This design comes from an exercise in tuning for small area and a short achievable clock period on the open sky130 flow, not from production work.
The RTL was checked by simulation tests, not by an equivalence proof against the original design.
No activity file was given, so power comes from the tool's default toggle rates.

==> flow/run.sh <==
#!/bin/bash
# Own layout flow: the standard flow (standard.sh, unchanged synthesis)
# with stronger timing repair, plain buffers on the ports and a clock tree
# without dummy loads. Each tool's output goes to the ORFS logs under
# orfs/logs/; make's own output goes to standard.log.
set -euo pipefail
cd "$(dirname "$0")/.."
bash standard.sh \
  MATCH_CELL_FOOTPRINT=0 \
  SETUP_SLACK_MARGIN=8 \
  "BUFFER_PORTS_ARGS=-buffer_cell sky130_fd_sc_hd__buf_2" \
  "CTS_ARGS=-sink_clustering_enable -repair_clock_nets -dont_use_dummy_load -sink_clustering_size 30 -sink_clustering_max_diameter 100" \
  finish > standard.log 2>&1
==> standard.sh <==
#!/bin/bash
# synth_recipe.tcl (not shown) runs the flow's synth.tcl, then flattens the netlist and writes it again
# the make line also repeats each setting of config.mk as NAME=value (left out here)
make -C /OpenROAD-flow-scripts/flow DESIGN_CONFIG=/design/flow/config.mk WORK_HOME=/design/flow/orfs CLKGATE_MAP_FILE= SYNTH_SCRIPT=/design/flow/synth_recipe.tcl "${@:-finish}"
==> config.mk <==
export PLATFORM = sky130hd
export DESIGN_NAME = SingleCycleMIPS
export DESIGN_NICKNAME = SingleCycleMIPS
export VERILOG_FILES = /design/flow/design.v
export SDC_FILE = /design/flow/constraint.sdc
export NUM_CORES = 8
export LEC_CHECK = 0
export CAP_MARGIN = 20
export CORE_MARGIN = 2
export CORE_UTILIZATION = 55
export PLACE_DENSITY = 0.65
export SLEW_MARGIN = 20
export SYNTH_HIERARCHICAL = 1
==> constraint.sdc <==
create_clock -name core_clock -period 18.0 [get_ports {clk}]
set_input_delay 3.6000 -clock core_clock [delete_from_list [all_inputs] [get_ports {clk}]]
set_output_delay 3.6000 -clock core_clock [all_outputs]
set_load 0.01 [all_outputs]
==> design.v <==
module addr_add(input [8:0] a, input [8:0] imm, output [6:0] y);
    wire pn1, gn2, tn4, pn6, gn7, tn9, pn11, gn12;
    wire tn15, pn17, gn18, tn21, pn23, gn24, tn27, pn29;
    wire gn30, tn33, pn35, gn36, tn39, pn41, gn42, tn45;
    wire pn47, gn48, g50, g52, p54, g56, p58, g60;
    wire p62, i64, g66, g68, i70, g72, p74, g76;
    wire p78, g80, i82, g84, g86, g88;
    c_nand2 u3(.a(a[0]), .b(imm[0]), .y(gn2));
    c_nor2 u5(.a(a[0]), .b(imm[0]), .y(tn4));
    c_nand2 u8(.a(a[1]), .b(imm[1]), .y(gn7));
    c_nor2 u10(.a(a[1]), .b(imm[1]), .y(tn9));
    c_xnor2 u13(.a(a[2]), .b(imm[2]), .y(pn11));
    c_nand2 u14(.a(a[2]), .b(imm[2]), .y(gn12));
    c_nor2 u16(.a(a[2]), .b(imm[2]), .y(tn15));
    c_xnor2 u19(.a(a[3]), .b(imm[3]), .y(pn17));
    c_nand2 u20(.a(a[3]), .b(imm[3]), .y(gn18));
    c_nor2 u22(.a(a[3]), .b(imm[3]), .y(tn21));
    c_xnor2 u25(.a(a[4]), .b(imm[4]), .y(pn23));
    c_nand2 u26(.a(a[4]), .b(imm[4]), .y(gn24));
    c_nor2 u28(.a(a[4]), .b(imm[4]), .y(tn27));
    c_xnor2 u31(.a(a[5]), .b(imm[5]), .y(pn29));
    c_nand2 u32(.a(a[5]), .b(imm[5]), .y(gn30));
    c_nor2 u34(.a(a[5]), .b(imm[5]), .y(tn33));
    c_xnor2 u37(.a(a[6]), .b(imm[6]), .y(pn35));
    c_nand2 u38(.a(a[6]), .b(imm[6]), .y(gn36));
    c_nor2 u40(.a(a[6]), .b(imm[6]), .y(tn39));
    c_xnor2 u43(.a(a[7]), .b(imm[7]), .y(pn41));
    c_nand2 u44(.a(a[7]), .b(imm[7]), .y(gn42));
    c_nor2 u46(.a(a[7]), .b(imm[7]), .y(tn45));
    c_xnor2 u49(.a(a[8]), .b(imm[8]), .y(pn47));
    c_o21ai u51(.a1(tn9), .a2(gn2), .b(gn7), .y(g50));
    c_o21ai u53(.a1(tn21), .a2(gn12), .b(gn18), .y(g52));
    c_nor2 u55(.a(tn21), .b(tn15), .y(p54));
    c_o21ai u57(.a1(tn33), .a2(gn24), .b(gn30), .y(g56));
    c_nor2 u59(.a(tn33), .b(tn27), .y(p58));
    c_o21ai u61(.a1(tn45), .a2(gn36), .b(gn42), .y(g60));
    c_nor2 u63(.a(tn45), .b(tn39), .y(p62));
    c_inv u65(.a(tn15), .y(i64));
    c_a21boi u67(.a1(i64), .a2(g50), .bn(gn12), .y(g66));
    c_a21oi u69(.a1(p54), .a2(g50), .b(g52), .y(g68));
    c_inv u71(.a(tn39), .y(i70));
    c_a21boi u73(.a1(i70), .a2(g56), .bn(gn36), .y(g72));
    c_nand2 u75(.a(i70), .b(p58), .y(p74));
    c_a21oi u77(.a1(p62), .a2(g56), .b(g60), .y(g76));
    c_nand2 u79(.a(p62), .b(p58), .y(p78));
    c_o21ai u81(.a1(tn27), .a2(g68), .b(gn24), .y(g80));
    c_inv u83(.a(p58), .y(i82));
    c_o21bai u85(.a1(i82), .a2(g68), .bn(g56), .y(g84));
    c_o21ai u87(.a1(p74), .a2(g68), .b(g72), .y(g86));
    c_o21ai u89(.a1(p78), .a2(g68), .b(g76), .y(g88));
    c_xnor2 u90(.a(pn11), .b(g50), .y(y[0]));
    c_xor2 u91(.a(pn17), .b(g66), .y(y[1]));
    c_xor2 u92(.a(pn23), .b(g68), .y(y[2]));
    c_xnor2 u93(.a(pn29), .b(g80), .y(y[3]));
    c_xnor2 u94(.a(pn35), .b(g84), .y(y[4]));
    c_xnor2 u95(.a(pn41), .b(g86), .y(y[5]));
    c_xnor2 u96(.a(pn47), .b(g88), .y(y[6]));
endmodule
module sh_level #(parameter K = 1) (input [31:0] x, input l, n, r, f, output [31:0] y);
    genvar i;
    generate for (i = 0; i < 32; i = i + 1) begin : g
        wire xl = (i - K >= 0) ? x[(i - K) < 0 ? 0 : i - K] : f;
        wire xr = (i + K <= 31) ? x[(i + K) > 31 ? 31 : i + K] : f;
        c_aoi222 u(.a1(l), .a2(xl), .b1(n), .b2(x[i]), .c1(r), .c2(xr), .y(y[i]));
    end endgenerate
endmodule
module alu_add(input [31:0] an, input [31:0] bn, input cin, output [31:0] sum, output eq,
               output [31:0] orr, output [31:0] xn);
    wire g65, g67, p69, g71, p73, g75, p77, g79;
    wire p81, g83, p85, g87, p89, g91, p93, g95;
    wire p97, g99, p101, g103, p105, g107, p109, g111;
    wire p113, g115, p117, g119, p121, g123, p125, g127;
    wire g129, p131, g133, p135, g137, p139, g141, p143;
    wire g145, p147, g149, p151, g153, p155, g157, g159;
    wire p161, g163, p165, g167, p169, g171, g173, p175;
    wire g177, i179, g181, i183, g185, g187, g189, i191;
    wire g193, g195, g197, g199, g201, i203, g205, g207;
    wire i209, g211, g213, g215, g217, g219, i221, g223;
    wire g225, g227, g229, i231, g233, g235, g237, g239;
    wire i241, g243, g245, e279, e281, e283, e285, e287;
    wire e289, e291, e293, e295, e297, e299, e301, e303;
    wire e305, e307, e309, e311, e313, e315, e317;
    c_xnor2 u1(.a(an[0]), .b(bn[0]), .y(xn[0]));
    c_nand2 u2(.a(an[0]), .b(bn[0]), .y(orr[0]));
    c_xnor2 u3(.a(an[1]), .b(bn[1]), .y(xn[1]));
    c_nand2 u4(.a(an[1]), .b(bn[1]), .y(orr[1]));
    c_xnor2 u5(.a(an[2]), .b(bn[2]), .y(xn[2]));
    c_nand2 u6(.a(an[2]), .b(bn[2]), .y(orr[2]));
    c_xnor2 u7(.a(an[3]), .b(bn[3]), .y(xn[3]));
    c_nand2 u8(.a(an[3]), .b(bn[3]), .y(orr[3]));
    c_xnor2 u9(.a(an[4]), .b(bn[4]), .y(xn[4]));
    c_nand2 u10(.a(an[4]), .b(bn[4]), .y(orr[4]));
    c_xnor2 u11(.a(an[5]), .b(bn[5]), .y(xn[5]));
    c_nand2 u12(.a(an[5]), .b(bn[5]), .y(orr[5]));
    c_xnor2 u13(.a(an[6]), .b(bn[6]), .y(xn[6]));
    c_nand2 u14(.a(an[6]), .b(bn[6]), .y(orr[6]));
    c_xnor2 u15(.a(an[7]), .b(bn[7]), .y(xn[7]));
    c_nand2 u16(.a(an[7]), .b(bn[7]), .y(orr[7]));
    c_xnor2 u17(.a(an[8]), .b(bn[8]), .y(xn[8]));
    c_nand2 u18(.a(an[8]), .b(bn[8]), .y(orr[8]));
    c_xnor2 u19(.a(an[9]), .b(bn[9]), .y(xn[9]));
    c_nand2 u20(.a(an[9]), .b(bn[9]), .y(orr[9]));
    c_xnor2 u21(.a(an[10]), .b(bn[10]), .y(xn[10]));
    c_nand2 u22(.a(an[10]), .b(bn[10]), .y(orr[10]));
    c_xnor2 u23(.a(an[11]), .b(bn[11]), .y(xn[11]));
    c_nand2 u24(.a(an[11]), .b(bn[11]), .y(orr[11]));
    c_xnor2 u25(.a(an[12]), .b(bn[12]), .y(xn[12]));
    c_nand2 u26(.a(an[12]), .b(bn[12]), .y(orr[12]));
    c_xnor2 u27(.a(an[13]), .b(bn[13]), .y(xn[13]));
    c_nand2 u28(.a(an[13]), .b(bn[13]), .y(orr[13]));
    c_xnor2 u29(.a(an[14]), .b(bn[14]), .y(xn[14]));
    c_nand2 u30(.a(an[14]), .b(bn[14]), .y(orr[14]));
    c_xnor2 u31(.a(an[15]), .b(bn[15]), .y(xn[15]));
    c_nand2 u32(.a(an[15]), .b(bn[15]), .y(orr[15]));
    c_xnor2 u33(.a(an[16]), .b(bn[16]), .y(xn[16]));
    c_nand2 u34(.a(an[16]), .b(bn[16]), .y(orr[16]));
    c_xnor2 u35(.a(an[17]), .b(bn[17]), .y(xn[17]));
    c_nand2 u36(.a(an[17]), .b(bn[17]), .y(orr[17]));
    c_xnor2 u37(.a(an[18]), .b(bn[18]), .y(xn[18]));
    c_nand2 u38(.a(an[18]), .b(bn[18]), .y(orr[18]));
    c_xnor2 u39(.a(an[19]), .b(bn[19]), .y(xn[19]));
    c_nand2 u40(.a(an[19]), .b(bn[19]), .y(orr[19]));
    c_xnor2 u41(.a(an[20]), .b(bn[20]), .y(xn[20]));
    c_nand2 u42(.a(an[20]), .b(bn[20]), .y(orr[20]));
    c_xnor2 u43(.a(an[21]), .b(bn[21]), .y(xn[21]));
    c_nand2 u44(.a(an[21]), .b(bn[21]), .y(orr[21]));
    c_xnor2 u45(.a(an[22]), .b(bn[22]), .y(xn[22]));
    c_nand2 u46(.a(an[22]), .b(bn[22]), .y(orr[22]));
    c_xnor2 u47(.a(an[23]), .b(bn[23]), .y(xn[23]));
    c_nand2 u48(.a(an[23]), .b(bn[23]), .y(orr[23]));
    c_xnor2 u49(.a(an[24]), .b(bn[24]), .y(xn[24]));
    c_nand2 u50(.a(an[24]), .b(bn[24]), .y(orr[24]));
    c_xnor2 u51(.a(an[25]), .b(bn[25]), .y(xn[25]));
    c_nand2 u52(.a(an[25]), .b(bn[25]), .y(orr[25]));
    c_xnor2 u53(.a(an[26]), .b(bn[26]), .y(xn[26]));
    c_nand2 u54(.a(an[26]), .b(bn[26]), .y(orr[26]));
    c_xnor2 u55(.a(an[27]), .b(bn[27]), .y(xn[27]));
    c_nand2 u56(.a(an[27]), .b(bn[27]), .y(orr[27]));
    c_xnor2 u57(.a(an[28]), .b(bn[28]), .y(xn[28]));
    c_nand2 u58(.a(an[28]), .b(bn[28]), .y(orr[28]));
    c_xnor2 u59(.a(an[29]), .b(bn[29]), .y(xn[29]));
    c_nand2 u60(.a(an[29]), .b(bn[29]), .y(orr[29]));
    c_xnor2 u61(.a(an[30]), .b(bn[30]), .y(xn[30]));
    c_nand2 u62(.a(an[30]), .b(bn[30]), .y(orr[30]));
    c_xnor2 u63(.a(an[31]), .b(bn[31]), .y(xn[31]));
    c_nand2 u64(.a(an[31]), .b(bn[31]), .y(orr[31]));
    c_o21ai u66(.a1(xn[0]), .a2(cin), .b(orr[0]), .y(g65));
    c_o21ai u68(.a1(xn[2]), .a2(orr[1]), .b(orr[2]), .y(g67));
    c_nor2 u70(.a(xn[2]), .b(xn[1]), .y(p69));
    c_o21ai u72(.a1(xn[4]), .a2(orr[3]), .b(orr[4]), .y(g71));
    c_nor2 u74(.a(xn[4]), .b(xn[3]), .y(p73));
    c_o21ai u76(.a1(xn[6]), .a2(orr[5]), .b(orr[6]), .y(g75));
    c_nor2 u78(.a(xn[6]), .b(xn[5]), .y(p77));
    c_o21ai u80(.a1(xn[8]), .a2(orr[7]), .b(orr[8]), .y(g79));
    c_nor2 u82(.a(xn[8]), .b(xn[7]), .y(p81));
    c_o21ai u84(.a1(xn[10]), .a2(orr[9]), .b(orr[10]), .y(g83));
    c_nor2 u86(.a(xn[10]), .b(xn[9]), .y(p85));
    c_o21ai u88(.a1(xn[12]), .a2(orr[11]), .b(orr[12]), .y(g87));
    c_nor2 u90(.a(xn[12]), .b(xn[11]), .y(p89));
    c_o21ai u92(.a1(xn[14]), .a2(orr[13]), .b(orr[14]), .y(g91));
    c_nor2 u94(.a(xn[14]), .b(xn[13]), .y(p93));
    c_o21ai u96(.a1(xn[16]), .a2(orr[15]), .b(orr[16]), .y(g95));
    c_nor2 u98(.a(xn[16]), .b(xn[15]), .y(p97));
    c_o21ai u100(.a1(xn[18]), .a2(orr[17]), .b(orr[18]), .y(g99));
    c_nor2 u102(.a(xn[18]), .b(xn[17]), .y(p101));
    c_o21ai u104(.a1(xn[20]), .a2(orr[19]), .b(orr[20]), .y(g103));
    c_nor2 u106(.a(xn[20]), .b(xn[19]), .y(p105));
    c_o21ai u108(.a1(xn[22]), .a2(orr[21]), .b(orr[22]), .y(g107));
    c_nor2 u110(.a(xn[22]), .b(xn[21]), .y(p109));
    c_o21ai u112(.a1(xn[24]), .a2(orr[23]), .b(orr[24]), .y(g111));
    c_nor2 u114(.a(xn[24]), .b(xn[23]), .y(p113));
    c_o21ai u116(.a1(xn[26]), .a2(orr[25]), .b(orr[26]), .y(g115));
    c_nor2 u118(.a(xn[26]), .b(xn[25]), .y(p117));
    c_o21ai u120(.a1(xn[28]), .a2(orr[27]), .b(orr[28]), .y(g119));
    c_nor2 u122(.a(xn[28]), .b(xn[27]), .y(p121));
    c_o21ai u124(.a1(xn[30]), .a2(orr[29]), .b(orr[30]), .y(g123));
    c_nor2 u126(.a(xn[30]), .b(xn[29]), .y(p125));
    c_a21oi u128(.a1(p69), .a2(g65), .b(g67), .y(g127));
    c_a21oi u130(.a1(p77), .a2(g71), .b(g75), .y(g129));
    c_nand2 u132(.a(p77), .b(p73), .y(p131));
    c_a21oi u134(.a1(p85), .a2(g79), .b(g83), .y(g133));
    c_nand2 u136(.a(p85), .b(p81), .y(p135));
    c_a21oi u138(.a1(p93), .a2(g87), .b(g91), .y(g137));
    c_nand2 u140(.a(p93), .b(p89), .y(p139));
    c_a21oi u142(.a1(p101), .a2(g95), .b(g99), .y(g141));
    c_nand2 u144(.a(p101), .b(p97), .y(p143));
    c_a21oi u146(.a1(p109), .a2(g103), .b(g107), .y(g145));
    c_nand2 u148(.a(p109), .b(p105), .y(p147));
    c_a21oi u150(.a1(p117), .a2(g111), .b(g115), .y(g149));
    c_nand2 u152(.a(p117), .b(p113), .y(p151));
    c_a21oi u154(.a1(p125), .a2(g119), .b(g123), .y(g153));
    c_nand2 u156(.a(p125), .b(p121), .y(p155));
    c_o21ai u158(.a1(p131), .a2(g127), .b(g129), .y(g157));
    c_o21ai u160(.a1(p139), .a2(g133), .b(g137), .y(g159));
    c_nor2 u162(.a(p139), .b(p135), .y(p161));
    c_o21ai u164(.a1(p147), .a2(g141), .b(g145), .y(g163));
    c_nor2 u166(.a(p147), .b(p143), .y(p165));
    c_o21ai u168(.a1(p155), .a2(g149), .b(g153), .y(g167));
    c_nor2 u170(.a(p155), .b(p151), .y(p169));
    c_a21oi u172(.a1(p161), .a2(g157), .b(g159), .y(g171));
    c_a21oi u174(.a1(p169), .a2(g163), .b(g167), .y(g173));
    c_nand2 u176(.a(p169), .b(p165), .y(p175));
    c_o21ai u178(.a1(p175), .a2(g171), .b(g173), .y(g177));
    c_inv u180(.a(g171), .y(i179));
    c_a21oi u182(.a1(p165), .a2(i179), .b(g163), .y(g181));
    c_inv u184(.a(g157), .y(i183));
    c_o21ai u186(.a1(p135), .a2(i183), .b(g133), .y(g185));
    c_o21ai u188(.a1(p143), .a2(g171), .b(g141), .y(g187));
    c_o21ai u190(.a1(p151), .a2(g181), .b(g149), .y(g189));
    c_inv u192(.a(g127), .y(i191));
    c_a21oi u194(.a1(p73), .a2(i191), .b(g71), .y(g193));
    c_a21oi u196(.a1(p81), .a2(g157), .b(g79), .y(g195));
    c_a21oi u198(.a1(p89), .a2(g185), .b(g87), .y(g197));
    c_a21oi u200(.a1(p97), .a2(i179), .b(g95), .y(g199));
    c_a21oi u202(.a1(p105), .a2(g187), .b(g103), .y(g201));
    c_inv u204(.a(g181), .y(i203));
    c_a21oi u206(.a1(p113), .a2(i203), .b(g111), .y(g205));
    c_a21oi u208(.a1(p121), .a2(g189), .b(g119), .y(g207));
    c_inv u210(.a(g65), .y(i209));
    c_o21ai u212(.a1(xn[1]), .a2(i209), .b(orr[1]), .y(g211));
    c_o21ai u214(.a1(xn[3]), .a2(g127), .b(orr[3]), .y(g213));
    c_o21ai u216(.a1(xn[5]), .a2(g193), .b(orr[5]), .y(g215));
    c_o21ai u218(.a1(xn[7]), .a2(i183), .b(orr[7]), .y(g217));
    c_o21ai u220(.a1(xn[9]), .a2(g195), .b(orr[9]), .y(g219));
    c_inv u222(.a(g185), .y(i221));
    c_o21ai u224(.a1(xn[11]), .a2(i221), .b(orr[11]), .y(g223));
    c_o21ai u226(.a1(xn[13]), .a2(g197), .b(orr[13]), .y(g225));
    c_o21ai u228(.a1(xn[15]), .a2(g171), .b(orr[15]), .y(g227));
    c_o21ai u230(.a1(xn[17]), .a2(g199), .b(orr[17]), .y(g229));
    c_inv u232(.a(g187), .y(i231));
    c_o21ai u234(.a1(xn[19]), .a2(i231), .b(orr[19]), .y(g233));
    c_o21ai u236(.a1(xn[21]), .a2(g201), .b(orr[21]), .y(g235));
    c_o21ai u238(.a1(xn[23]), .a2(g181), .b(orr[23]), .y(g237));
    c_o21ai u240(.a1(xn[25]), .a2(g205), .b(orr[25]), .y(g239));
    c_inv u242(.a(g189), .y(i241));
    c_o21ai u244(.a1(xn[27]), .a2(i241), .b(orr[27]), .y(g243));
    c_o21ai u246(.a1(xn[29]), .a2(g207), .b(orr[29]), .y(g245));
    c_xnor2 u247(.a(xn[0]), .b(cin), .y(sum[0]));
    c_xor2 u248(.a(xn[1]), .b(g65), .y(sum[1]));
    c_xor2 u249(.a(xn[2]), .b(g211), .y(sum[2]));
    c_xnor2 u250(.a(xn[3]), .b(g127), .y(sum[3]));
    c_xor2 u251(.a(xn[4]), .b(g213), .y(sum[4]));
    c_xnor2 u252(.a(xn[5]), .b(g193), .y(sum[5]));
    c_xor2 u253(.a(xn[6]), .b(g215), .y(sum[6]));
    c_xor2 u254(.a(xn[7]), .b(g157), .y(sum[7]));
    c_xor2 u255(.a(xn[8]), .b(g217), .y(sum[8]));
    c_xnor2 u256(.a(xn[9]), .b(g195), .y(sum[9]));
    c_xor2 u257(.a(xn[10]), .b(g219), .y(sum[10]));
    c_xor2 u258(.a(xn[11]), .b(g185), .y(sum[11]));
    c_xor2 u259(.a(xn[12]), .b(g223), .y(sum[12]));
    c_xnor2 u260(.a(xn[13]), .b(g197), .y(sum[13]));
    c_xor2 u261(.a(xn[14]), .b(g225), .y(sum[14]));
    c_xnor2 u262(.a(xn[15]), .b(g171), .y(sum[15]));
    c_xor2 u263(.a(xn[16]), .b(g227), .y(sum[16]));
    c_xnor2 u264(.a(xn[17]), .b(g199), .y(sum[17]));
    c_xor2 u265(.a(xn[18]), .b(g229), .y(sum[18]));
    c_xor2 u266(.a(xn[19]), .b(g187), .y(sum[19]));
    c_xor2 u267(.a(xn[20]), .b(g233), .y(sum[20]));
    c_xnor2 u268(.a(xn[21]), .b(g201), .y(sum[21]));
    c_xor2 u269(.a(xn[22]), .b(g235), .y(sum[22]));
    c_xnor2 u270(.a(xn[23]), .b(g181), .y(sum[23]));
    c_xor2 u271(.a(xn[24]), .b(g237), .y(sum[24]));
    c_xnor2 u272(.a(xn[25]), .b(g205), .y(sum[25]));
    c_xor2 u273(.a(xn[26]), .b(g239), .y(sum[26]));
    c_xor2 u274(.a(xn[27]), .b(g189), .y(sum[27]));
    c_xor2 u275(.a(xn[28]), .b(g243), .y(sum[28]));
    c_xnor2 u276(.a(xn[29]), .b(g207), .y(sum[29]));
    c_xor2 u277(.a(xn[30]), .b(g245), .y(sum[30]));
    c_xor2 u278(.a(xn[31]), .b(g177), .y(sum[31]));
    c_nor2 u280(.a(xn[0]), .b(xn[1]), .y(e279));
    c_nor2 u282(.a(xn[2]), .b(xn[3]), .y(e281));
    c_nor2 u284(.a(xn[4]), .b(xn[5]), .y(e283));
    c_nor2 u286(.a(xn[6]), .b(xn[7]), .y(e285));
    c_nor2 u288(.a(xn[8]), .b(xn[9]), .y(e287));
    c_nor2 u290(.a(xn[10]), .b(xn[11]), .y(e289));
    c_nor2 u292(.a(xn[12]), .b(xn[13]), .y(e291));
    c_nor2 u294(.a(xn[14]), .b(xn[15]), .y(e293));
    c_nor2 u296(.a(xn[16]), .b(xn[17]), .y(e295));
    c_nor2 u298(.a(xn[18]), .b(xn[19]), .y(e297));
    c_nor2 u300(.a(xn[20]), .b(xn[21]), .y(e299));
    c_nor2 u302(.a(xn[22]), .b(xn[23]), .y(e301));
    c_nor2 u304(.a(xn[24]), .b(xn[25]), .y(e303));
    c_nor2 u306(.a(xn[26]), .b(xn[27]), .y(e305));
    c_nor2 u308(.a(xn[28]), .b(xn[29]), .y(e307));
    c_nor2 u310(.a(xn[30]), .b(xn[31]), .y(e309));
    c_nand4 u312(.a(e279), .b(e281), .c(e283), .d(e285), .y(e311));
    c_nand4 u314(.a(e287), .b(e289), .c(e291), .d(e293), .y(e313));
    c_nand4 u316(.a(e295), .b(e297), .c(e299), .d(e301), .y(e315));
    c_nand4 u318(.a(e303), .b(e305), .c(e307), .d(e309), .y(e317));
    c_nor4 u319(.a(e311), .b(e313), .c(e315), .d(e317), .y(eq));
endmodule
module c_inv(input a, output y);            assign y = ~a;                              endmodule
module c_buf(input a, output y);            assign y = a;                               endmodule
module c_nand2(input a, b, output y);       assign y = ~(a & b);                        endmodule
module c_nor2(input a, b, output y);        assign y = ~(a | b);                        endmodule
module c_nand3(input a, b, c, output y);    assign y = ~(a & b & c);                    endmodule
module c_nor3(input a, b, c, output y);     assign y = ~(a | b | c);                    endmodule
module c_nand4(input a, b, c, d, output y); assign y = ~(a & b & c & d);                endmodule
module c_nor4(input a, b, c, d, output y);  assign y = ~(a | b | c | d);                endmodule
module c_xor2(input a, b, output y);        assign y = a ^ b;                           endmodule
module c_xnor2(input a, b, output y);       assign y = ~(a ^ b);                        endmodule
module c_a21oi(input a1, a2, b, output y);  assign y = ~((a1 & a2) | b);                endmodule
module c_o21ai(input a1, a2, b, output y);  assign y = ~((a1 | a2) & b);                endmodule
module c_a21boi(input a1, a2, bn, output y); assign y = ~((a1 & a2) | ~bn);             endmodule
module c_o21bai(input a1, a2, bn, output y); assign y = ~((a1 | a2) & ~bn);             endmodule
module c_ao22(input a1, a2, b1, b2, output y);  assign y = (a1 & a2) | (b1 & b2);       endmodule
module c_aoi22(input a1, a2, b1, b2, output y); assign y = ~((a1 & a2) | (b1 & b2));    endmodule
module c_aoi222(input a1, a2, b1, b2, c1, c2, output y);
    assign y = ~((a1 & a2) | (b1 & b2) | (c1 & c2));
endmodule
module c_o21a(input a1, a2, b, output y);   assign y = (a1 | a2) & b;                   endmodule
module c_ha(input a, b, output s, co);      assign s = a ^ b; assign co = a & b;        endmodule
module rf_rdbit(input [31:1] s, input [31:1] d, output yn);
    wire [10:0] t;
    wire [2:0]  o;
    genvar k;
    generate for (k = 0; k < 10; k = k + 1) begin : g
        c_aoi222 u(.a1(s[3*k+1]), .a2(d[3*k+1]), .b1(s[3*k+2]), .b2(d[3*k+2]),
                   .c1(s[3*k+3]), .c2(d[3*k+3]), .y(t[k]));
    end endgenerate
    c_nand2 u10(.a(s[31]), .b(d[31]), .y(t[10]));
    c_nand4 n0(.a(t[0]), .b(t[1]), .c(t[2]), .d(t[3]), .y(o[0]));
    c_nand4 n1(.a(t[4]), .b(t[5]), .c(t[6]), .d(t[7]), .y(o[1]));
    c_nand3 n2(.a(t[8]), .b(t[9]), .c(t[10]), .y(o[2]));
    c_nor3  r (.a(o[0]), .b(o[1]), .c(o[2]), .y(yn));
endmodule
module rf_rdbit_fast(input [31:1] s, input [31:1] d, output ya, output yb);
    wire [31:1] t;
    wire [7:0]  o;
    wire [3:0]  q;
    genvar k;
    generate for (k = 1; k < 32; k = k + 1) begin : g
        c_nand2 u(.a(s[k]), .b(d[k]), .y(t[k]));
    end endgenerate
    generate for (k = 0; k < 7; k = k + 1) begin : h
        c_nand4 u(.a(t[4*k+1]), .b(t[4*k+2]), .c(t[4*k+3]), .d(t[4*k+4]), .y(o[k]));
    end endgenerate
    c_nand3 n7(.a(t[29]), .b(t[30]), .c(t[31]), .y(o[7]));
    generate for (k = 0; k < 4; k = k + 1) begin : m
        c_nor2 u(.a(o[2*k]), .b(o[2*k+1]), .y(q[k]));
    end endgenerate
    c_nand4 ra(.a(q[0]), .b(q[1]), .c(q[2]), .d(q[3]), .y(ya));
    c_nand4 rb(.a(q[0]), .b(q[1]), .c(q[2]), .d(q[3]), .y(yb));
endmodule
module rf_dec(input [4:0] a, input [31:1] v, output [31:1] s);
    genvar i;
    generate for (i = 1; i < 32; i = i + 1) begin : g
        assign s[i] = (a == i) & v[i];
    end endgenerate
endmodule
module pc_inc(input [29:0] pc, output [29:0] y);
    wire [29:0] c;
    c_inv i0(.a(pc[0]), .y(y[0]));
    assign c[1] = pc[0];
    genvar i;
    generate for (i = 1; i < 29; i = i + 1) begin : g
        c_ha h(.a(pc[i]), .b(c[i]), .s(y[i]), .co(c[i+1]));
    end endgenerate
    c_xor2 x29(.a(pc[29]), .b(c[29]), .y(y[29]));
endmodule
module pc_br_add(input [29:0] pc, input [15:0] imm, output [29:0] y);
    wire pn1, gn2, pn5, gn6, pn9, gn10, pn13, gn14;
    wire pn17, gn18, pn21, gn22, pn25, gn26, pn29, gn30;
    wire pn33, gn34, pn37, gn38, pn41, gn42, pn45, gn46;
    wire pn49, gn50, pn53, gn54, pn57, gn58, pn61, gn62;
    wire pn65, gn66, pn69, gn70, pn73, gn74, pn77, gn78;
    wire pn81, gn82, pn85, gn86, pn89, gn90, pn93, gn94;
    wire pn97, gn98, pn101, gn102, pn105, gn106, pn109, gn110;
    wire pn113, gn114, pn117, gn118, g120, g122, p124, g126;
    wire p128, g130, p132, g134, p136, g138, p140, g142;
    wire p144, g146, p148, g150, p152, g154, p156, g158;
    wire p160, g162, p164, g166, p168, g170, p172, g174;
    wire g176, p178, g180, p182, g184, p186, g188, p190;
    wire g192, p194, g196, p198, g200, g202, p204, g206;
    wire p208, g210, i212, g214, i216, g218, g220, g222;
    wire i224, g226, g228, g230, g232, g234, i236, g238;
    wire i240, g242, g244, g246, g248, g250, i252, g254;
    wire g256, g258, g260, i262, g264, g266, g268, g270;
    wire i272, g274;
    c_xnor2 u3(.a(pc[0]), .b(imm[0]), .y(y[0]));
    c_nor2 u4(.a(pc[0]), .b(imm[0]), .y(gn2));
    c_xnor2 u7(.a(pc[1]), .b(imm[1]), .y(pn5));
    c_nand2 u8(.a(pc[1]), .b(imm[1]), .y(gn6));
    c_xnor2 u11(.a(pc[2]), .b(imm[2]), .y(pn9));
    c_nand2 u12(.a(pc[2]), .b(imm[2]), .y(gn10));
    c_xnor2 u15(.a(pc[3]), .b(imm[3]), .y(pn13));
    c_nand2 u16(.a(pc[3]), .b(imm[3]), .y(gn14));
    c_xnor2 u19(.a(pc[4]), .b(imm[4]), .y(pn17));
    c_nand2 u20(.a(pc[4]), .b(imm[4]), .y(gn18));
    c_xnor2 u23(.a(pc[5]), .b(imm[5]), .y(pn21));
    c_nand2 u24(.a(pc[5]), .b(imm[5]), .y(gn22));
    c_xnor2 u27(.a(pc[6]), .b(imm[6]), .y(pn25));
    c_nand2 u28(.a(pc[6]), .b(imm[6]), .y(gn26));
    c_xnor2 u31(.a(pc[7]), .b(imm[7]), .y(pn29));
    c_nand2 u32(.a(pc[7]), .b(imm[7]), .y(gn30));
    c_xnor2 u35(.a(pc[8]), .b(imm[8]), .y(pn33));
    c_nand2 u36(.a(pc[8]), .b(imm[8]), .y(gn34));
    c_xnor2 u39(.a(pc[9]), .b(imm[9]), .y(pn37));
    c_nand2 u40(.a(pc[9]), .b(imm[9]), .y(gn38));
    c_xnor2 u43(.a(pc[10]), .b(imm[10]), .y(pn41));
    c_nand2 u44(.a(pc[10]), .b(imm[10]), .y(gn42));
    c_xnor2 u47(.a(pc[11]), .b(imm[11]), .y(pn45));
    c_nand2 u48(.a(pc[11]), .b(imm[11]), .y(gn46));
    c_xnor2 u51(.a(pc[12]), .b(imm[12]), .y(pn49));
    c_nand2 u52(.a(pc[12]), .b(imm[12]), .y(gn50));
    c_xnor2 u55(.a(pc[13]), .b(imm[13]), .y(pn53));
    c_nand2 u56(.a(pc[13]), .b(imm[13]), .y(gn54));
    c_xnor2 u59(.a(pc[14]), .b(imm[14]), .y(pn57));
    c_nand2 u60(.a(pc[14]), .b(imm[14]), .y(gn58));
    c_xnor2 u63(.a(pc[15]), .b(imm[15]), .y(pn61));
    c_nand2 u64(.a(pc[15]), .b(imm[15]), .y(gn62));
    c_xnor2 u67(.a(pc[16]), .b(imm[15]), .y(pn65));
    c_nand2 u68(.a(pc[16]), .b(imm[15]), .y(gn66));
    c_xnor2 u71(.a(pc[17]), .b(imm[15]), .y(pn69));
    c_nand2 u72(.a(pc[17]), .b(imm[15]), .y(gn70));
    c_xnor2 u75(.a(pc[18]), .b(imm[15]), .y(pn73));
    c_nand2 u76(.a(pc[18]), .b(imm[15]), .y(gn74));
    c_xnor2 u79(.a(pc[19]), .b(imm[15]), .y(pn77));
    c_nand2 u80(.a(pc[19]), .b(imm[15]), .y(gn78));
    c_xnor2 u83(.a(pc[20]), .b(imm[15]), .y(pn81));
    c_nand2 u84(.a(pc[20]), .b(imm[15]), .y(gn82));
    c_xnor2 u87(.a(pc[21]), .b(imm[15]), .y(pn85));
    c_nand2 u88(.a(pc[21]), .b(imm[15]), .y(gn86));
    c_xnor2 u91(.a(pc[22]), .b(imm[15]), .y(pn89));
    c_nand2 u92(.a(pc[22]), .b(imm[15]), .y(gn90));
    c_xnor2 u95(.a(pc[23]), .b(imm[15]), .y(pn93));
    c_nand2 u96(.a(pc[23]), .b(imm[15]), .y(gn94));
    c_xnor2 u99(.a(pc[24]), .b(imm[15]), .y(pn97));
    c_nand2 u100(.a(pc[24]), .b(imm[15]), .y(gn98));
    c_xnor2 u103(.a(pc[25]), .b(imm[15]), .y(pn101));
    c_nand2 u104(.a(pc[25]), .b(imm[15]), .y(gn102));
    c_xnor2 u107(.a(pc[26]), .b(imm[15]), .y(pn105));
    c_nand2 u108(.a(pc[26]), .b(imm[15]), .y(gn106));
    c_xnor2 u111(.a(pc[27]), .b(imm[15]), .y(pn109));
    c_nand2 u112(.a(pc[27]), .b(imm[15]), .y(gn110));
    c_xnor2 u115(.a(pc[28]), .b(imm[15]), .y(pn113));
    c_nand2 u116(.a(pc[28]), .b(imm[15]), .y(gn114));
    c_xnor2 u119(.a(pc[29]), .b(imm[15]), .y(pn117));
    c_o21ai u121(.a1(pn5), .a2(gn2), .b(gn6), .y(g120));
    c_o21ai u123(.a1(pn13), .a2(gn10), .b(gn14), .y(g122));
    c_nor2 u125(.a(pn13), .b(pn9), .y(p124));
    c_o21ai u127(.a1(pn21), .a2(gn18), .b(gn22), .y(g126));
    c_nor2 u129(.a(pn21), .b(pn17), .y(p128));
    c_o21ai u131(.a1(pn29), .a2(gn26), .b(gn30), .y(g130));
    c_nor2 u133(.a(pn29), .b(pn25), .y(p132));
    c_o21ai u135(.a1(pn37), .a2(gn34), .b(gn38), .y(g134));
    c_nor2 u137(.a(pn37), .b(pn33), .y(p136));
    c_o21ai u139(.a1(pn45), .a2(gn42), .b(gn46), .y(g138));
    c_nor2 u141(.a(pn45), .b(pn41), .y(p140));
    c_o21ai u143(.a1(pn53), .a2(gn50), .b(gn54), .y(g142));
    c_nor2 u145(.a(pn53), .b(pn49), .y(p144));
    c_o21ai u147(.a1(pn61), .a2(gn58), .b(gn62), .y(g146));
    c_nor2 u149(.a(pn61), .b(pn57), .y(p148));
    c_o21ai u151(.a1(pn69), .a2(gn66), .b(gn70), .y(g150));
    c_nor2 u153(.a(pn69), .b(pn65), .y(p152));
    c_o21ai u155(.a1(pn77), .a2(gn74), .b(gn78), .y(g154));
    c_nor2 u157(.a(pn77), .b(pn73), .y(p156));
    c_o21ai u159(.a1(pn85), .a2(gn82), .b(gn86), .y(g158));
    c_nor2 u161(.a(pn85), .b(pn81), .y(p160));
    c_o21ai u163(.a1(pn93), .a2(gn90), .b(gn94), .y(g162));
    c_nor2 u165(.a(pn93), .b(pn89), .y(p164));
    c_o21ai u167(.a1(pn101), .a2(gn98), .b(gn102), .y(g166));
    c_nor2 u169(.a(pn101), .b(pn97), .y(p168));
    c_o21ai u171(.a1(pn109), .a2(gn106), .b(gn110), .y(g170));
    c_nor2 u173(.a(pn109), .b(pn105), .y(p172));
    c_a21oi u175(.a1(p124), .a2(g120), .b(g122), .y(g174));
    c_a21oi u177(.a1(p132), .a2(g126), .b(g130), .y(g176));
    c_nand2 u179(.a(p132), .b(p128), .y(p178));
    c_a21oi u181(.a1(p140), .a2(g134), .b(g138), .y(g180));
    c_nand2 u183(.a(p140), .b(p136), .y(p182));
    c_a21oi u185(.a1(p148), .a2(g142), .b(g146), .y(g184));
    c_nand2 u187(.a(p148), .b(p144), .y(p186));
    c_a21oi u189(.a1(p156), .a2(g150), .b(g154), .y(g188));
    c_nand2 u191(.a(p156), .b(p152), .y(p190));
    c_a21oi u193(.a1(p164), .a2(g158), .b(g162), .y(g192));
    c_nand2 u195(.a(p164), .b(p160), .y(p194));
    c_a21oi u197(.a1(p172), .a2(g166), .b(g170), .y(g196));
    c_nand2 u199(.a(p172), .b(p168), .y(p198));
    c_o21ai u201(.a1(p178), .a2(g174), .b(g176), .y(g200));
    c_o21ai u203(.a1(p186), .a2(g180), .b(g184), .y(g202));
    c_nor2 u205(.a(p186), .b(p182), .y(p204));
    c_o21ai u207(.a1(p194), .a2(g188), .b(g192), .y(g206));
    c_nor2 u209(.a(p194), .b(p190), .y(p208));
    c_a21oi u211(.a1(p204), .a2(g200), .b(g202), .y(g210));
    c_inv u213(.a(g210), .y(i212));
    c_a21oi u215(.a1(p208), .a2(i212), .b(g206), .y(g214));
    c_inv u217(.a(g200), .y(i216));
    c_o21ai u219(.a1(p182), .a2(i216), .b(g180), .y(g218));
    c_o21ai u221(.a1(p190), .a2(g210), .b(g188), .y(g220));
    c_o21ai u223(.a1(p198), .a2(g214), .b(g196), .y(g222));
    c_inv u225(.a(g174), .y(i224));
    c_a21oi u227(.a1(p128), .a2(i224), .b(g126), .y(g226));
    c_a21oi u229(.a1(p136), .a2(g200), .b(g134), .y(g228));
    c_a21oi u231(.a1(p144), .a2(g218), .b(g142), .y(g230));
    c_a21oi u233(.a1(p152), .a2(i212), .b(g150), .y(g232));
    c_a21oi u235(.a1(p160), .a2(g220), .b(g158), .y(g234));
    c_inv u237(.a(g214), .y(i236));
    c_a21oi u239(.a1(p168), .a2(i236), .b(g166), .y(g238));
    c_inv u241(.a(g120), .y(i240));
    c_o21ai u243(.a1(pn9), .a2(i240), .b(gn10), .y(g242));
    c_o21ai u245(.a1(pn17), .a2(g174), .b(gn18), .y(g244));
    c_o21ai u247(.a1(pn25), .a2(g226), .b(gn26), .y(g246));
    c_o21ai u249(.a1(pn33), .a2(i216), .b(gn34), .y(g248));
    c_o21ai u251(.a1(pn41), .a2(g228), .b(gn42), .y(g250));
    c_inv u253(.a(g218), .y(i252));
    c_o21ai u255(.a1(pn49), .a2(i252), .b(gn50), .y(g254));
    c_o21ai u257(.a1(pn57), .a2(g230), .b(gn58), .y(g256));
    c_o21ai u259(.a1(pn65), .a2(g210), .b(gn66), .y(g258));
    c_o21ai u261(.a1(pn73), .a2(g232), .b(gn74), .y(g260));
    c_inv u263(.a(g220), .y(i262));
    c_o21ai u265(.a1(pn81), .a2(i262), .b(gn82), .y(g264));
    c_o21ai u267(.a1(pn89), .a2(g234), .b(gn90), .y(g266));
    c_o21ai u269(.a1(pn97), .a2(g214), .b(gn98), .y(g268));
    c_o21ai u271(.a1(pn105), .a2(g238), .b(gn106), .y(g270));
    c_inv u273(.a(g222), .y(i272));
    c_o21ai u275(.a1(pn113), .a2(i272), .b(gn114), .y(g274));
    c_xor2 u276(.a(pn5), .b(gn2), .y(y[1]));
    c_xnor2 u277(.a(pn9), .b(g120), .y(y[2]));
    c_xnor2 u278(.a(pn13), .b(g242), .y(y[3]));
    c_xor2 u279(.a(pn17), .b(g174), .y(y[4]));
    c_xnor2 u280(.a(pn21), .b(g244), .y(y[5]));
    c_xor2 u281(.a(pn25), .b(g226), .y(y[6]));
    c_xnor2 u282(.a(pn29), .b(g246), .y(y[7]));
    c_xnor2 u283(.a(pn33), .b(g200), .y(y[8]));
    c_xnor2 u284(.a(pn37), .b(g248), .y(y[9]));
    c_xor2 u285(.a(pn41), .b(g228), .y(y[10]));
    c_xnor2 u286(.a(pn45), .b(g250), .y(y[11]));
    c_xnor2 u287(.a(pn49), .b(g218), .y(y[12]));
    c_xnor2 u288(.a(pn53), .b(g254), .y(y[13]));
    c_xor2 u289(.a(pn57), .b(g230), .y(y[14]));
    c_xnor2 u290(.a(pn61), .b(g256), .y(y[15]));
    c_xor2 u291(.a(pn65), .b(g210), .y(y[16]));
    c_xnor2 u292(.a(pn69), .b(g258), .y(y[17]));
    c_xor2 u293(.a(pn73), .b(g232), .y(y[18]));
    c_xnor2 u294(.a(pn77), .b(g260), .y(y[19]));
    c_xnor2 u295(.a(pn81), .b(g220), .y(y[20]));
    c_xnor2 u296(.a(pn85), .b(g264), .y(y[21]));
    c_xor2 u297(.a(pn89), .b(g234), .y(y[22]));
    c_xnor2 u298(.a(pn93), .b(g266), .y(y[23]));
    c_xor2 u299(.a(pn97), .b(g214), .y(y[24]));
    c_xnor2 u300(.a(pn101), .b(g268), .y(y[25]));
    c_xor2 u301(.a(pn105), .b(g238), .y(y[26]));
    c_xnor2 u302(.a(pn109), .b(g270), .y(y[27]));
    c_xnor2 u303(.a(pn113), .b(g222), .y(y[28]));
    c_xnor2 u304(.a(pn117), .b(g274), .y(y[29]));
endmodule
module SingleCycleMIPS(
    clk,
    rst_n,
    IR_addr,
    IR,
    ReadDataMem,
    CEN,
    WEN,
    A,
    Data2Mem,
    OEN
);
    input         clk, rst_n;
    input  [31:0] IR;
    output [31:0] IR_addr;
    input  [31:0] ReadDataMem;
    output        CEN;
    output        WEN;
    output [6:0]  A;
    output [31:0] Data2Mem;
    output        OEN;
    wire [5:0]  op     = IR[31:26];
    wire [4:0]  rs     = IR[25:21];
    wire [4:0]  rt     = IR[20:16];
    wire [4:0]  rd     = IR[15:11];
    wire [4:0]  shamt  = IR[10:6];
    wire [5:0]  funct  = IR[5:0];
    wire [31:0] se     = {{16{IR[15]}}, IR[15:0]};
    wire rtype   = ~(op[5] | op[3] | op[2] | op[1]);
    wire is_sw   = op[5] & op[3];
    wire is_lw   = op[5] & ~op[3];
    wire is_addi = ~op[5] & op[3];
    wire is_br   = ~op[5] & op[2];        
    wire is_jmp  = ~op[5] & op[1];        
    wire is_jal  = is_jmp & op[0];
    wire use_imm = op[5] | op[3];         
    wire f_sll   = ~funct[1];             
    wire f_jr    = rtype & ~funct[5] & funct[3];
    wire s_add   = is_addi | (rtype & funct[5] & ~funct[3] & ~funct[2]);   
    wire s_log   = rtype & funct[5] & ~funct[3] & funct[2];                
    wire s_slt   = rtype & funct[5] & funct[3];
    wire s_sh    = rtype & ~funct[5] & ~funct[3];                          
    wire s_neg   = is_br | (rtype & funct[5] & funct[1]);                  
    wire s_pos   = ~use_imm & ~s_neg;
    wire reg_we  = rtype | is_lw | is_addi | is_jal;
    wire [4:0] wa = is_jal ? 5'd31 : (rtype ? rd : rt);
    reg  [31:0] r [1:31];
    reg  [31:1] v;
    wire [31:0] wd;
    wire [31:0] rd1, rd1n, rd2, rd2n;
    wire [8:0]  rd1a;            
    wire [31:1] s1, s1f, s2, we, wen;
    rf_dec d1 (.a(rs), .v(v), .s(s1));
    rf_dec d1f(.a(rs), .v(v), .s(s1f));
    rf_dec d2 (.a(rt), .v(v), .s(s2));
    genvar i, j;
    generate for (i = 1; i < 32; i = i + 1) begin : g_sel
        assign we[i]  = reg_we & (wa == i);
        assign wen[i] = ~we[i];
        always @(posedge clk) v[i] <= rst_n & (v[i] | we[i]);
    end endgenerate
    generate for (j = 0; j < 32; j = j + 1) begin : g_bit
        wire [31:1] col;
        for (i = 1; i < 32; i = i + 1) begin : g_w
            wire dn;
            assign col[i] = r[i][j];
            c_ao22 h(.a1(we[i]), .a2(wd[j]), .b1(wen[i]), .b2(r[i][j]), .y(dn));
            always @(posedge clk) r[i][j] <= dn;
        end
        if (j < 9) begin : g_fast
            rf_rdbit_fast p1(.s(s1f), .d(col), .ya(rd1a[j]), .yb(rd1[j]));
            c_inv         i1(.a(rd1[j]), .y(rd1n[j]));
        end else begin : g_slow
            rf_rdbit      p1(.s(s1), .d(col), .yn(rd1n[j]));
            c_inv         i1(.a(rd1n[j]), .y(rd1[j]));
        end
        rf_rdbit p2(.s(s2), .d(col), .yn(rd2n[j]));
        c_inv    i2(.a(rd2n[j]), .y(rd2[j]));
    end endgenerate
    wire [31:0] bn, sum, orr, xn;
    wire        eq;
    generate for (j = 0; j < 32; j = j + 1) begin : g_b
        c_aoi222 u(.a1(use_imm), .a2(se[j]), .b1(s_pos), .b2(rd2[j]), .c1(s_neg), .c2(rd2n[j]), .y(bn[j]));
    end endgenerate
    alu_add u_add(.an(rd1n), .bn(bn), .cin(s_neg), .sum(sum), .eq(eq), .orr(orr), .xn(xn));
    wire lt = (rd1[31] ^ rd2[31]) ? rd1[31] : sum[31];
    wire fill  = ~f_sll & rd2[31];
    wire filln = ~fill;
    wire [3:0] shl, shn, shr;
    generate for (j = 0; j < 4; j = j + 1) begin : g_shs
        assign shl[j] = f_sll & shamt[j];
        assign shr[j] = ~f_sll & shamt[j];
        assign shn[j] = ~shamt[j];
    end endgenerate
    wire [31:0] x1n, x2, x3n, x4;
    sh_level #(1) u_sh1(.x(rd2), .l(shl[0]), .n(shn[0]), .r(shr[0]), .f(fill),  .y(x1n));
    sh_level #(2) u_sh2(.x(x1n), .l(shl[1]), .n(shn[1]), .r(shr[1]), .f(filln), .y(x2));
    sh_level #(4) u_sh4(.x(x2),  .l(shl[2]), .n(shn[2]), .r(shr[2]), .f(fill),  .y(x3n));
    sh_level #(8) u_sh8(.x(x3n), .l(shl[3]), .n(shn[3]), .r(shr[3]), .f(filln), .y(x4));
    wire sl16 = s_sh & f_sll & shamt[4];
    wire sr16 = s_sh & ~f_sll & shamt[4];
    wire sn16 = s_sh & ~shamt[4];
    wire [29:0] pc1;
    generate for (j = 0; j < 32; j = j + 1) begin : g_wb
        wire lg, t1, t2, t3;
        wire xl = (j >= 16) ? x4[(j >= 16) ? j - 16 : 0] : fill;
        wire xr = (j <= 15) ? x4[(j <= 15) ? j + 16 : 0] : fill;
        c_o21a   m (.a1(funct[0]), .a2(xn[j]), .b(orr[j]), .y(lg));
        c_aoi222 a1(.a1(s_add), .a2(sum[j]), .b1(s_log), .b2(lg), .c1(sn16), .c2(x4[j]), .y(t1));
        if (j < 30) begin : g_pc
            c_aoi222 a2(.a1(sl16), .a2(xl), .b1(sr16), .b2(xr), .c1(is_jal), .c2(pc1[j]), .y(t2));
        end else begin : g_nopc
            c_aoi22  a2(.a1(sl16), .a2(xl), .b1(sr16), .b2(xr), .y(t2));
        end
        c_nand2  a3(.a(is_lw), .b(ReadDataMem[j]), .y(t3));
        if (j == 0) begin : g_slt
            wire t4;
            c_nand2 a4(.a(s_slt), .b(lt), .y(t4));
            c_nand4 o(.a(t1), .b(t2), .c(t3), .d(t4), .y(wd[j]));
        end else begin : g_o
            c_nand3 o(.a(t1), .b(t2), .c(t3), .y(wd[j]));
        end
    end endgenerate
    reg  [29:0] pc;
    wire [29:0] pcb, pcd;
    pc_inc    u_inc(.pc(pc), .y(pc1));
    pc_br_add u_br (.pc(pc), .imm(IR[15:0]), .y(pcb));
    wire [29:0] pcj = {pc1[29:26], IR[25:0]};
    wire taken  = is_br & (eq ^ op[0]);
    wire p_jr   = rst_n & f_jr;
    wire p_j    = rst_n & is_jmp;
    wire p_br   = rst_n & taken;
    wire p_seq  = rst_n & ~f_jr & ~is_jmp & ~taken;
    generate for (j = 0; j < 30; j = j + 1) begin : g_pc
        wire u, w;
        c_aoi222 a(.a1(p_jr), .a2(rd1[j]), .b1(p_j), .b2(pcj[j]), .c1(p_br), .c2(pcb[j]), .y(u));
        c_nand2  b(.a(p_seq), .b(pc1[j]), .y(w));
        c_nand2  o(.a(u), .b(w), .y(pcd[j]));
    end endgenerate
    always @(posedge clk) pc <= pcd;
    assign IR_addr  = {pc, 2'b00};
    assign CEN      = ~op[5];
    assign WEN      = ~is_sw;
    assign OEN      = ~is_lw;
    addr_add u_a(.a(rd1a), .imm(IR[8:0]), .y(A));
    assign Data2Mem = rd2;
endmodule
==> summary.txt <==
[kinds of logic after synthesis]
logic type | Yosys count | share of synthesized area (%)
AO/OA/AOI/OAI | 2004 | 38.3
XOR/XNOR | 140 | 2.58
adder cells (fa/ha/maj) | 28 | 0.737
buffers and inverters | 117 | 0.968
flip-flops | 1053 | 44.3
multiplexers | 6 | 0.129
other | 1 | 0.00789
AND/OR/NAND/NOR | 1227 | 13.0
[state kept, by name, indices dropped and copies added, names as in the netlist]
signal / cells
pc: 30
r: 992
v: 31
[critical path: cells and delay by family]
family | cells | cell delay, ns
and+or+nand+nor | 4 | 1.51
buffers and inverters | 5 | 0.83
AOI/OAI and AO/OA | 1 | 0.58
[worst min-delay path by stage]
stage                           startpoint          endpoint  slack (ns)
after CTS                 r[29][5]$_DFF_P_  r[29][5]$_DFF_P_        0.50
after global placement    r[1][13]$_DFF_P_  r[1][13]$_DFF_P_        0.47
final                     r[29][5]$_DFF_P_  r[29][5]$_DFF_P_        0.50
after detailed placement  r[7][23]$_DFF_P_  r[7][23]$_DFF_P_        0.48
after floorplan              v[15]$_DFF_P_     v[15]$_DFF_P_        0.44
after global routing      r[29][5]$_DFF_P_  r[29][5]$_DFF_P_        0.52
[area by class of cell]
class	count	area share (%)
Timing Repair Buffer	345	4.62
Tap cell	1144	2.71
Multi-Input combinational cell	3407	50.0
Inverter	102	0.731
Sequential cell	1053	39.9
Clock buffer	43	2.04
[Yosys stat by module (local to each module, per instance), excerpt]
module,flip-flops and latches,cell area [sq um],cells inside,times used
SingleCycleMIPS,1053,22500,1286,1
c_o21ai,0,5.00,1,80
c_o21bai,0,7.51,1,1
c_xor2,0,8.76,1,34
c_nor2,0,3.75,1,96
c_ha,0,12.5,1,28
c_nand4,0,6.26,1,196
c_xnor2,0,8.76,1,104
c_nand2,0,3.75,1,511
c_nor3,0,10.0,1,55
c_inv,0,3.75,1,83
c_nor4,0,12.5,1,1
c_a21oi,0,8.76,1,35
[what timing repair did]
action | 4_1_cts | 5_1_grt
pin swaps | 25 | 37
buffers inserted | 12 | 17
resized for setup | 65 | 63
gates cloned | 0 | 3
endpoints found under the setup margin | 37 | 87
[synthesized netlist by cell type, types with 6 or more instances]
cell | number | area share (%)
sky130_fd_sc_hd__clkbuf_1 | 6 | 0.047
sky130_fd_sc_hd__nor3_2 | 55 | 1.2
sky130_fd_sc_hd__and3b_2 | 6 | 0.13
sky130_fd_sc_hd__a222oi_1 | 802 | 17
sky130_fd_sc_hd__ha_1 | 28 | 0.74
sky130_fd_sc_hd__nand4_1 | 198 | 2.6
sky130_fd_sc_hd__o21a_1 | 39 | 0.62
sky130_fd_sc_hd__nor3_1 | 14 | 0.15
sky130_fd_sc_hd__and3_1 | 97 | 1.3
sky130_fd_sc_hd__dfxtp_1 | 1053 | 44
sky130_fd_sc_hd__nor2_1 | 123 | 0.97
sky130_fd_sc_hd__o21ai_0 | 9 | 0.095
sky130_fd_sc_hd__nor2b_1 | 18 | 0.24
sky130_fd_sc_hd__inv_1 | 102 | 0.81
sky130_fd_sc_hd__and2_1 | 27 | 0.36
sky130_fd_sc_hd__xnor2_1 | 104 | 1.9
sky130_fd_sc_hd__a22o_1 | 1007 | 19
sky130_fd_sc_hd__xor2_1 | 36 | 0.66
sky130_fd_sc_hd__a21oi_1 | 6 | 0.063
sky130_fd_sc_hd__nand3_1 | 105 | 1.1
sky130_fd_sc_hd__nand2_1 | 554 | 4.4
sky130_fd_sc_hd__o21ai_1 | 80 | 0.84
sky130_fd_sc_hd__a21oi_2 | 37 | 0.68
sky130_fd_sc_hd__nor3b_2 | 9 | 0.24
[cell usage in the layout (no fill, tap or decap), types with 4 or more instances in the layout]
| cell type | n |
|---|---|
| sky130_fd_sc_hd__dfxtp_1 | 1053 |
| sky130_fd_sc_hd__a22o_1 | 1007 |
| sky130_fd_sc_hd__a222oi_1 | 802 |
| sky130_fd_sc_hd__nand2_1 | 554 |
| sky130_fd_sc_hd__buf_4 | 200 |
| sky130_fd_sc_hd__nand4_1 | 198 |
| sky130_fd_sc_hd__buf_2 | 125 |
| sky130_fd_sc_hd__nand3_1 | 105 |
| sky130_fd_sc_hd__xnor2_1 | 104 |
| sky130_fd_sc_hd__nor2_1 | 103 |
| sky130_fd_sc_hd__inv_1 | 96 |
| sky130_fd_sc_hd__o21ai_1 | 77 |
| sky130_fd_sc_hd__and3_1 | 72 |
| sky130_fd_sc_hd__nor3_2 | 51 |
| sky130_fd_sc_hd__clkbuf_16 | 46 |
| sky130_fd_sc_hd__o21a_1 | 39 |
| sky130_fd_sc_hd__a21oi_2 | 37 |
| sky130_fd_sc_hd__xor2_1 | 36 |
| sky130_fd_sc_hd__ha_1 | 28 |
| sky130_fd_sc_hd__and2_1 | 26 |
| sky130_fd_sc_hd__and3_2 | 20 |
| sky130_fd_sc_hd__nor2b_1 | 15 |
| sky130_fd_sc_hd__nor2_2 | 14 |
| sky130_fd_sc_hd__nor3_4 | 14 |
| sky130_fd_sc_hd__nor3b_2 | 9 |
| sky130_fd_sc_hd__o21ai_0 | 9 |
| sky130_fd_sc_hd__buf_6 | 9 |
| sky130_fd_sc_hd__and3_4 | 8 |
| sky130_fd_sc_hd__a21oi_1 | 6 |
| sky130_fd_sc_hd__a221oi_4 | 6 |
| sky130_fd_sc_hd__nor2_4 | 6 |
| sky130_fd_sc_hd__and3b_2 | 6 |
| sky130_fd_sc_hd__mux2i_1 | 5 |
| sky130_fd_sc_hd__inv_2 | 4 |
| sky130_fd_sc_hd__nor3_1 | 4 |
| sky130_fd_sc_hd__buf_12 | 4 |
[layer usage]
metal  vias up  global-route usage [%]  part of all wire [%]  routed length [um]
li1      20700                       -                     -                   -
met1     24300                    61.3                    34               79200
met2      4570                    69.1                    40               92600
met3      1020                    19.0                    17               39700
met4         0                    33.5                   8.8               20400
met5         -                   0.108                     0                   0
[power by group through the flow]
stage	sequential [mW]	clock, mW	combinational [mW]
finish	3.15	1.18	0.863
global placement	3.17	0	0.800
global route	3.20	1.24	0.913
CTS	3.13	1.17	0.827
floorplan	3.10	0	0.595
detailed placement	3.18	0	0.825
==> impl_summary.log <==
[metrics] status: finished clean
[metrics] Seq pwr share: 60.7%
[metrics] slew at the pin closest to its max-slew limit: around 1.3 ns
[metrics] clock tree from TritonCTS: yes
[metrics] Detailed Route WL: between 200000 and 250000 um
[metrics] Via density: 8.29
[metrics] worst skew pair latency: 0.66 ns
[metrics] Internal: between 3 and 4 mW
[metrics] worst setup slack after layout: between 7 and 8 ns
[metrics] share of post-route cells with drive strength above 1: about an eighth
[metrics] Max stage delay on crit path: just under 0.7 ns
[metrics] cell repeated most along the worst path: sky130_fd_sc_hd__buf_6
[metrics] total power draw: 5.20 mW
[metrics] number of buffers on the longest clock path: 3
[metrics] CP startpoint kind: primary input
[metrics] layout filler cell count: 7400
[metrics] CTS sink count: ~1100
[metrics] first-pass iteration count of the detailed router: 22
[metrics] synthesized area per cell: 10.4 sq um
[metrics] placed cell area: 51100 sq um
[metrics] final total negative setup slack: 0 ns
[metrics] type of the worst min-delay path: reg2reg
[metrics] start of the worst register-to-register path: pc[0]$_DFF_P_
[metrics] post-route ant nets: 0
[metrics] tightest hold margin: approximately 0.50 ns
[metrics] number of buffers created by CTS: between 40 and 50
[metrics] master cell of the clock root buffer: sky130_fd_sc_hd__clkbuf_16
[metrics] summed instance area of the synthesized netlist: 47600 sq um
[metrics] starting density of the core: 55.7%
[metrics] final clock period utilization by the worst path: 56.5%
[metrics] H-tree Lvls: 2
[metrics] hold path cells: 1
[metrics] fraction of power spent switching nets: 30.0%
[metrics] Placer Congestion: roughly 1.0
[metrics] source of the critical timing path: IR[16]
[metrics] detailed router's first-iteration violation count: ~12000
[metrics] number of vias after detailed routing: 50500
[metrics] crit-path max FO: 16
[metrics] Critical Path, Cell by Cell: buf_8 -> and3b_2 -> and3_4 -> buf_12 -> a222oi_1 -> nand4_1 -> nor3_4 -> buf_6 -> clkinvlp_4 -> buf_6
[metrics] setup repair after global routing missed its margin: true
[metrics] endpoint arrival time on the critical path: 6.57 ns
[metrics] Critical Path RT: about 14 ns
[metrics] final design area excluding fillers: 52900 sq um
[metrics] kind of end point of the critical path: output pin
[metrics] leftover overflow at the end of global routing: 0
[metrics] register-to-register path setup slack: 10.56 ns
[metrics] slowest stage cell, crit path: sky130_fd_sc_hd__nand4_1
[metrics] fin cells: ~6100
[metrics] die width: just under 300 um
[metrics] maximum number of pins on one net before global-route repair: 55
[metrics] wire length of the first global-routing pass: 323000 um
[metrics] leakage power summed over all cells: 21.0 nW
[metrics] count of input and output buffers: 136
[metrics] row cnt: 107
[metrics] net switching power figure: between 1.5 and 2 mW
[metrics] logic depth of the worst register-to-register path: 33
[metrics] number of warnings reported in the yosys synthesis log: 9
[metrics] half-perimeter wire length after placement: 142000 um
[metrics] total placed cells including tap cells: between 6000 and 7000
[metrics] Final Core Density: 61.9%
[metrics] worst setup path category: in2out
[metrics] cts-stage hold buffer count: 0
[metrics] upper clock frequency limit: roughly 98 MHz
[metrics] distinct cell type count after synthesis: 60
[metrics] floorplan die area: 88800 sq um
[metrics] number of antenna violations at the first check in global routing: 4
[metrics] maximum clock skew at final layout: 0.0771 ns
[metrics] endpoint of the lowest-slack register-to-register path: r[16][29]$_DFF_P_
[metrics] clock network fraction of total power: 22.7%
[metrics] mean routed wirelength per cell: 38.1 um
[metrics] All-Layer GR Usage: approximately half
[metrics] via count of the first global-routing pass: about 46000
[metrics] highest ir drop seen on vdd: 0.101 mV
[metrics] part of the Yosys area used for sequential elements: 44.3%
[metrics] Gate Count Post-Synth: roughly 4600
[metrics] combinational cell fraction of total power: 16.6%
[metrics] final critical-path required period: 10.17 ns
[metrics] post-CTS clock slew at the launch and capture registers of the worst setup and hold paths: around 0.08 ns
[metrics] Pwr Density: about 98 nW/um^2
[metrics] Inserted Diodes: 0
[metrics] Setup crit end: Data2Mem[24]
[metrics] Remaining DRCs: 0
[metrics] Setup Viol. Count Final: 0
[metrics] area taken by flip-flops and latches: between 20000 and 25000 sq um
[metrics] total number of nets in the final design: just over 5000
[metrics] IO Pins: 140
[metrics] area growth from synthesis to layout: 11.2%
[metrics] number of hold-slack violations in the final timing report: 0
[metrics] worst relative slew slack: 14.8%
[metrics] prevailing post-synth register cell: sky130_fd_sc_hd__dfxtp_1
[metrics] ys async rst share: 0%
[metrics] die boundary height: ~300 um
[metrics] max-cap violation count: 0
[metrics] pins over their slew limit: 0
[metrics] pre-CTS setup slack: roughly 7.3 ns
[metrics] flip-flop and latch count after synthesis: 1053
[metrics] area of the multi-input gates: ~26000 sq um
[metrics] Post-synth EDFFs: 0
[metrics] total core area: roughly 85000 sq um

-- afterwards: timing with drivers on the ports --
The flow's constraints put no driver on any port. The routed layout listed below was extracted and timed again, unchanged, in two steps. Step 1, drivers: a clkbuf_16 drives clk and a buf_2 each remaining input, both assumed. Step 2 also shifts input and output timing later by t, the mid clock arrival at the registers, as if the neighbouring blocks saw the same clock. Three values: ideal, step 1, step 2; two values: the first two.
shift t [ns]: 0.696
slack for setup (ns): 7.829 / 7.771 / 7.167
clock arrival spread, ns: 0.077 / 0.077
After both steps setup and hold are still met in this run. For this run, drivers alone change the setup slack by -0.058 ns; drivers and shift together by -0.662 ns.
